Source: an optimization exercise on an open RTL-to-GDS flow (aim: small area and a short achievable clock period). Production flows keep margins and buffers that such runs may drop.
Only simulation tests tie the RTL to the original design; equivalence was not proved.

// elidon_core
module elidon_core(
  input         clock,
  input         reset,
  output [15:0] imem_addr,
  input  [15:0] imem_rdata,
  output [15:0] dmem_addr,
  output        dmem_read,
  output        dmem_write,
  output [15:0] dmem_wdata,
  input  [15:0] dmem_rdata
);
Size: roughly 4700 cells after synthesis, about 84 I/O pins, ~0.037 sq mm of cells after synthesis.
export LEC_CHECK = 0
export ABC_AREA = 1
export CAP_MARGIN = 20
export CORE_MARGIN = 2
export CORE_UTILIZATION = 40
export CTS_BUF_LIST = sky130_fd_sc_hd__clkbuf_4 sky130_fd_sc_hd__clkbuf_8
export CTS_CLUSTER_SIZE = 30
export SLEW_MARGIN = 20
create_clock -name core_clock -period 32.0 [get_ports {clock}]
standard.sh (not shown) runs the stock make flow with config.mk's settings and CLKGATE_MAP_FILE= SYNTH_SCRIPT=/design/flow/synth_recipe.tcl, a recipe that flattens the netlist after the stock synthesis.
==> flow/flow/run.sh <==
#!/bin/bash
set -euo pipefail
cd "$(dirname "$0")/.."
bash standard.sh SETUP_SLACK_MARGIN=24 "BUFFER_PORTS_ARGS=-buffer_cell sky130_fd_sc_hd__buf_4" finish > standard_flow.log 2>&1
The first run finished clean.
Next try:
==> flow/flow/run.sh (replaced) <==
#!/bin/bash
set -euo pipefail
cd "$(dirname "$0")/.."
bash standard.sh SETUP_SLACK_MARGIN=23 "BUFFER_PORTS_ARGS=-buffer_cell sky130_fd_sc_hd__buf_4" finish > standard_flow.log 2>&1
- CORE_UTILIZATION: 40 -> 60
Effect:
- The changed run went through all stages and came out clean
- routed wire length fell by 8.1%
- sequential share of layout area increases by 2.1 points
- count of clock-buffer cells in the layout fell by 19
- non-clock buffer count falls by 106
- global-route usage rises by 11 points
- first-iteration DRC count went down by 2.5%
- design area fell by 7.2%
- hold slack hardly moves
- utilization climbs by 20 points
Next try:
- CORE_UTILIZATION: 60 -> 40
- CTS_BUF_LIST: sky130_fd_sc_hd__clkbuf_4 sky130_fd_sc_hd__clkbuf_8 -> sky130_fd_sc_hd__clkbuf_8 sky130_fd_sc_hd__clkbuf_16
- CTS_CLUSTER_DIAMETER: not set -> 120
After rerunning:
- The changed run finished clean
- cell area goes down by 1.2%
- cell count goes up by 5.1%
- wire length goes up by 2.8%
- setup slack improved by 13 ps
- sequential cell count stays the same
- global-route usage goes down by 11 points

* * *

## build 12
Another version of the RTL of elidon_core (not shown whole).
Size: about 4800 cells after synthesis, roughly 500 flip-flops, ~84 I/O pins.
Settings: LEC_CHECK=0, ABC_AREA=1, CAP_MARGIN=20, CORE_MARGIN=2, CORE_UTILIZATION=40, CTS_BUF_LIST=sky130_fd_sc_hd__clkbuf_4 sky130_fd_sc_hd__clkbuf_8, CTS_CLUSTER_SIZE=30, SLEW_MARGIN=20; clock period 32.0 ns.
==> flow/flow/run.sh <==
#!/bin/bash
set -euo pipefail
cd "$(dirname "$0")/.."
bash standard.sh SETUP_SLACK_MARGIN=23 "BUFFER_PORTS_ARGS=-buffer_cell sky130_fd_sc_hd__buf_4" finish > standard_flow.log 2>&1
### build 12 -> build 30
- CTS_CLUSTER_DIAMETER now 100, previously not set
- PLACE_DENSITY now 0.7, previously not set
- CTS_CLUSTER_SIZE now 20, was 30
- CTS_BUF_LIST now sky130_fd_sc_hd__clkbuf_8 sky130_fd_sc_hd__clkbuf_16, was sky130_fd_sc_hd__clkbuf_4 sky130_fd_sc_hd__clkbuf_8
--- a/flow/flow/run.sh
+++ b/flow/flow/run.sh
@@ -1,3 +1,5 @@
 #!/bin/bash
+# Layout flow: the standard flow (standard.sh: the standard synthesis and the ORFS
+# steps, unchanged), run whole, with two optimisation settings passed to ORFS's make:
 set -euo pipefail
 cd "$(dirname "$0")/.."
### Flow results
- Every run (build 30 and build 12) finished clean.
- Of the two values seen for highest signal layer in the routed design, met5 was produced by build 12 and met4 by build 30.
- The total number of cells along the worst setup path on build 30 is in line with that on build 12.
- Higher total inserted antenna cells goes to build 12 over build 30.
- Relative to build 12, sum of met3 wire segment lengths after detailed routing increased by about 18% in build 30.
- Build 30 leaves more setup margin than build 12.
Changes in build 79 relative to build 30:
- clearing CTS_CLUSTER_DIAMETER, which used to be 100
- swapping sky130_fd_sc_hd__clkbuf_8 sky130_fd_sc_hd__clkbuf_16 for sky130_fd_sc_hd__clkbuf_4 sky130_fd_sc_hd__clkbuf_8 in CTS_BUF_LIST
- swapping 20 for 30 in CTS_CLUSTER_SIZE
- clearing PLACE_DENSITY, which used to be 0.7
==> flow/flow/run.sh <==
#!/bin/bash
set -euo pipefail
cd "$(dirname "$0")/.."
bash standard.sh SETUP_SLACK_MARGIN=23.5 "BUFFER_PORTS_ARGS=-buffer_cell sky130_fd_sc_hd__buf_4" finish > standard_flow.log 2>&1
### Flow results
Build 79: number of buffers inserted to repair setup after CTS is 38 higher than what build 30 reported.
Build 30 vs build 79, critical path capture point: dmem_addr[15] vs dmem_addr[5]
In the reports for build 30 and build 79, the larger setup slack belongs to build 30.
Of build 30 and build 79, the run reporting the higher number of buffers other than clock buffers in the final layout was build 79.
Sequential share of layout area, build 30 and build 79, higher one = build 30.
Delta (build 79 minus build 30): count of placed standard cells in the final layout, fillers left out moved up; maximum buffer depth of the clock tree level; number of top-level pins level.
Input changes introduced in build 65 (baseline for comparison: build 79):
- CTS_CLUSTER_DIAMETER newly set to 100
- CTS_BUF_LIST changed from sky130_fd_sc_hd__clkbuf_4 sky130_fd_sc_hd__clkbuf_8 to sky130_fd_sc_hd__clkbuf_8 sky130_fd_sc_hd__clkbuf_16
- CTS_CLUSTER_SIZE changed from 30 to 20
==> flow/flow/run.sh <==
#!/bin/bash
# Layout flow: the standard flow (standard.sh: the standard synthesis and the ORFS
# steps, unchanged), run whole, with two optimisation settings passed to ORFS's make:
set -euo pipefail
cd "$(dirname "$0")/.."
bash standard.sh SETUP_SLACK_MARGIN=23 "BUFFER_PORTS_ARGS=-buffer_cell sky130_fd_sc_hd__buf_4" finish > standard_flow.log 2>&1
Summary: final worst setup slack, build 65 better than build 79. Re wire length on met2: build 65 is about 3.2% down on build 79. Summary of the comparison: depth of the most critical reg-to-reg path is higher in build 65, relative to build 79.
#### Input delta (build 93 over build 65)
- CTS_CLUSTER_SIZE now 30, was 20
==> flow/flow/run.sh <==
#!/bin/bash
set -euo pipefail
cd "$(dirname "$0")/.."
bash standard.sh SETUP_SLACK_MARGIN=23 "BUFFER_PORTS_ARGS=-buffer_cell sky130_fd_sc_hd__buf_4" finish > standard_flow.log 2>&1
Notes after the runs:
Global-route usage of build 93 is on par with build 65.
Compared with build 65, in build 93 initial antenna violation count increased 1; share of the final layout cell area in sequential cells was more or less identical; cell area stayed essentially flat; slew at the pin closest to its max-slew limit now sits higher; cell count now sits at about the same level.
Build 65 → build 93: slack of the critical path rose by 0.020 ns; sum of routed wire length over all layers fell by 0.73%.

what the ideal ports hide:
Ports are ideal in the flow. The routed layouts listed here were re-timed in OpenROAD. Step 1 (the two cells are an assumption about what drives the block):
set clk [get_ports {clock}]
set_driving_cell -lib_cell sky130_fd_sc_hd__clkbuf_16 $clk
set_driving_cell -lib_cell sky130_fd_sc_hd__buf_2 [delete_from_list [all_inputs] $clk]
Step 2, shift: input delay + t, output delay - t, t = (earliest + latest rising clock arrival at the registers) / 2. This alone moves slack from input paths to output paths. a / b / c = ideal ports / drivers / drivers and shift; a / b = the first two.
run	t (ns)	setup WS [ns]	worst data-port slew with drivers (ns)	cell pins on the clock port's net
the first run of note 1	0.734	23.141 / 23.080 / 23.334	0.04	1
the second run of note 1	0.741	23.167 / 23.108 / 22.497	0.05	1
the third run of note 1	0.639	23.180 / 23.167 / 22.647	0.05	1
build 12	0.750	23.172 / 23.111 / 22.569	0.05	1
build 30	0.683	23.206 / 23.144 / 22.688	0.05	1
build 79	0.754	23.067 / 23.007 / 22.928	0.05	1
build 65	0.686	23.174 / 23.111 / 22.599	0.05	1
build 93	0.648	23.195 / 23.138 / 22.585	0.05	1
After both steps setup and hold are still met in every run listed. The setup slack of the second run of note 1, which loses most, moves by -0.059 ns with the drivers and by -0.670 ns with both steps.
